Background: an optimization exercise with open tools, aiming at small area, a short achievable clock period and few clock cycles per item. Do not read the settings as production practice.

## xenon
// CordicAccelerator
module CordicAccelerator(
  input         clock,
  input         reset,
  input         cmd_valid,
  output        cmd_ready,
  input  [6:0]  cmd_funct,
  input  [4:0]  cmd_rd,
  input  [63:0] cmd_rs1,
  input  [63:0] cmd_rs2,
  output        resp_valid,
  input         resp_ready,
  output [4:0]  resp_rd,
  output [63:0] resp_data,
  output        busy
);
  function [31:0] addc(input [31:0] a, input [31:0] b, input c);
    reg [31:0] g, p, gg, pp, gn, pn;
    integer k, l;
    begin
      g = a & b;
      p = a ^ b;
      gg = g;
      pp = p;
      gg[0] = g[0] | (p[0] & c);
      pp[0] = 1'b0;
      gg[1] = g[1] | (p[1] & ~(~a[0] | ~b[0])) | (p[1] & p[0] & c);
      pp[1] = 1'b0;
      for (l = 0; l < 5; l = l + 1) begin
        gn = gg;
        pn = pp;
        for (k = 2; k < 32; k = k + 1)
          if (k[l]) begin
            gn[k] = gg[k] | (pp[k] & gg[((k >> l) << l) - 1]);
            pn[k] = pp[k] & pp[((k >> l) << l) - 1];
          end
        gg = gn;
        pp = pn;
      end
      addc = p ^ {gg[30:0], c};
    end
  endfunction
  function [31:0] suby(input [31:0] a, input [31:0] b, input m);
    reg [31:0] g, p, gg, pp, gn, pn;
    integer k, l;
    begin
      g = a & (~b | {32{m}});
      p = ~(a ^ (b & ~{32{m}}));
      gg = g;
      pp = p;
      gg[0] = g[0] | p[0];
      pp[0] = 1'b0;
      gg[1] = g[1] | (p[1] & a[0] & (~b[0] | m)) | (p[1] & p[0]);
      pp[1] = 1'b0;
      for (l = 0; l < 5; l = l + 1) begin
        gn = gg;
        pn = pp;
        for (k = 2; k < 32; k = k + 1)
          if (k[l]) begin
            gn[k] = gg[k] | (pp[k] & gg[((k >> l) << l) - 1]);
            pn[k] = pp[k] & pp[((k >> l) << l) - 1];
          end
        gg = gn;
        pp = pn;
      end
      suby = p ^ {gg[30:0], 1'b1};
    end
  endfunction
  wire recirc;    
  wire [31:0] res;
  wire [4:0] end_rd;
  ...
Size in the first run: ~14,000 cells after synthesis, roughly 2,400 flip-flops, ~220 I/O pins, about 130,000 um2 of cells after synthesis.
export LEC_CHECK = 0
export CAP_MARGIN = 20
export CORE_MARGIN = 2
export CORE_UTILIZATION = 60
export CTS_BUF_LIST = sky130_fd_sc_hd__clkbuf_8 sky130_fd_sc_hd__clkbuf_16
export CTS_CLUSTER_DIAMETER = 80
export CTS_CLUSTER_SIZE = 30
export GPL_ROUTABILITY_DRIVEN = 0
export SETUP_SLACK_MARGIN = 2.6
export SLEW_MARGIN = 20
create_clock -name core_clock -period 6.0 [get_ports {clock}]
run.sh (not shown) runs the stock make flow with config.mk's settings and CLKGATE_MAP_FILE= SYNTH_SCRIPT=/design/flow/synth_recipe.tcl, a recipe that flattens the netlist after the stock synthesis.
xenon closes out successfully: all stages finished, all timing, DRC and antenna checks passed.
#### Input delta (garnet over xenon)
--- a/flow/design.v
+++ b/flow/design.v
@@ -737,41 +737,45 @@
     else p30_v <= p29_v;
     p30_x <= x210;
     p30_y <= yt211;
     p30_rd <= p29_rd;
     p30_fn <= p29_fn;
     p30_dn <= p29_dn;
     p30_d <= p29_d;
   end
-  wire [31:0] y30 = p30_y ^ {32{~p30_d}};
-  wire [31:0] em = p30_fn ? y30 : p30_x;
-  wire [31:0] eo = p30_fn ? p30_x : y30;
-  wire etn = ~(p30_fn ^ p30_d);   
-  wire [3:0] em2 = {{2{em[31]}}, em[31:30]};
-  wire [3:0] eo2 = {{2{eo[31]}}, eo[31:30]};
-  wire [3:0] ev = etn ? em2 : -em2;
-  wire [3:0] es3 = {2'b00, eo[1:0]} + ev;
-  wire o_all1 = &eo[30:2];
-  wire o_all0 = ~|eo[30:2];
-  wire esgn = eo[31] ^ (~es3[3] & es3[2] & o_all1) ^ (es3[3] & o_all0);
-  wire [3:0] eq0 = eo2;
-  wire [3:0] eq1 = eo2 - 4'd1;
-  wire [3:0] ee0 = p30_dn ? 4'd0 : (etn ? -eq0 : eq0);
-  wire [3:0] ee1 = p30_dn ? 4'd0 : (etn ? -eq1 : eq1);
-  wire [3:0] es4_0 = {2'b00, em[1:0]} + ee0;
-  wire [3:0] es4_1 = {2'b00, em[1:0]} + ee1;
-  wire [3:0] es4 = esgn ? es4_1 : es4_0;
-  wire [29:0] emh = em[31:2];
-  wire [29:0] emhp = emh + 30'd1;
-  wire [29:0] emhn = ~emh + 30'd1;
-  wire [29:0] emhm = ~emhn;   
-  assign res = {es4[3] ? emhm : (es4[2] ? emhp : emh), es4[1:0]};
-  assign end_rd = p30_rd;
-  wire end_v = p30_v;
+  wire [31:0] ys218 = $signed(p30_y) >>> 30;
+  wire [31:0] xs219 = $signed(p30_x) >>> 30;
+  wire [31:0] x216 = addc(p30_x, ys218, ~p30_d);
+  wire [31:0] xg221 = xs219 & {32{~p30_dn}};
+  wire [31:0] u220 = suby(p30_y, xs219, p30_dn);
+  wire [31:0] yt217 = u220 ^ {32{p30_d ^ p30_d}};
+  reg [31:0] p31_x, p31_y;
+  reg [4:0] p31_rd;
+  reg p31_fn, p31_dn, p31_v;
+  reg p31_d;
+  always @(posedge clock) begin
+    if (reset) p31_v <= 1'b0;
+    else p31_v <= p30_v;
+    p31_x <= x216;
+    p31_y <= yt217;
+    p31_rd <= p30_rd;
+    p31_fn <= p30_fn;
+    p31_dn <= p30_dn;
+    p31_d <= p30_d;
+  end
+  wire [31:0] y31 = p31_y ^ {32{~p31_d}};
+  wire [31:0] exi = p31_x + 32'd1;
+  wire [31:0] exn = ~p31_x + 32'd1;
+  wire [31:0] exd = ~exn;   
+  wire [31:0] eys = (p31_y + 32'd1) ^ {32{~p31_d}};
+  wire [31:0] exs = p31_d ? exd : exi;
+  assign res = p31_fn ? (p31_x[31] ? eys : y31) : (y31[31] ? exs : p31_x);
+  assign end_rd = p31_rd;
+  wire end_v = p31_v;
   reg [31:0] h_data;
   reg [4:0] h_rd;
   reg hv, busy_r;
   reg blocked;
   reg [4:0] wait_n;
   wire wait_0 = (wait_n == 5'd0);
   wire h_free = ~hv | resp_ready;
   wire push = end_v & h_free & (~blocked | wait_0);
@@ -803,32 +807,33 @@
       p21_v |
       p22_v |
       p23_v |
       p24_v |
       p25_v |
       p26_v |
       p27_v |
       p28_v |
-      p29_v;
+      p29_v |
+      p30_v;
   always @(posedge clock) begin
     if (reset) begin
       hv <= 1'b0;
       busy_r <= 1'b0;
       blocked <= 1'b0;
     end else begin
       hv <= hv_n;
       busy_r <= inflight_n;
       if (recirc & (~blocked | wait_0))
         blocked <= 1'b1;
       else if (push & blocked)
         blocked <= 1'b0;
     end
     if (recirc & (~blocked | wait_0))
-      wait_n <= 5'd29;
+      wait_n <= 5'd30;
     else
       wait_n <= wait_n - 5'd1;
     if (push) begin
       h_data <= res;
       h_rd <= end_rd;
     end
   end
   assign resp_valid = hv;
### Flow results
- In the metrics for garnet and xenon, the one carrying the higher count of buffers added by post-CTS timing repair for setup is xenon.
- Of garnet and xenon, it is garnet that has the higher die area.
- Measured against each other, garnet and xenon differ in largest incremental delay on the critical path, the higher figure coming from xenon.
- NOTE: post-layout instance area in garnet exceeds that of xenon
- Compared garnet against xenon; number of placed instances, taps included within noise.
- Compared with xenon, garnet improves via total after detailed routing.
- Diff xenon -> garnet: total standard cell area after synthesis up 2500 um2, count of plain and timing-repair buffers in the layout down 78.
Function was not checked in any run of this note: the RTL went through the layout flow alone.

## static timing again, ports no longer ideal
No port has a modelled driver above. Below, the same layouts with a new extraction and two added sets of constraints.
Step 1 sets driving cells, clkbuf_16 on the clock port and buf_2 on the other inputs (assumed; they add their load-dependent delay and slew).
Step 2 adds t to the input delays and takes it off the output delays; t is the mean of the earliest and latest rising clock arrival at the registers after step 1. Input paths then give back, and output paths get back, about the clock's delay inside the block.
a / b / c = no drivers / after step 1 / after step 2; a / b = the first two.
run | t (ns) | setup WS [ns] | worst hold slack (ns) | latest minus earliest clock arrival (ns) | cell pins on the clock port's net
xenon | 0.914 | 0.602 / 0.602 / 0.602 | 0.303 / 0.303 / 0.303 | 0.049 / 0.049 | 1
garnet | 0.912 | 2.530 / 2.530 / 1.888 | 0.327 / 0.327 / 0.327 | 0.042 / 0.042 | 1
After both steps every run listed still meets setup and hold. For garnet, which loses most, drivers alone change the setup slack by 0.000 ns; drivers and shift together by -0.642 ns.
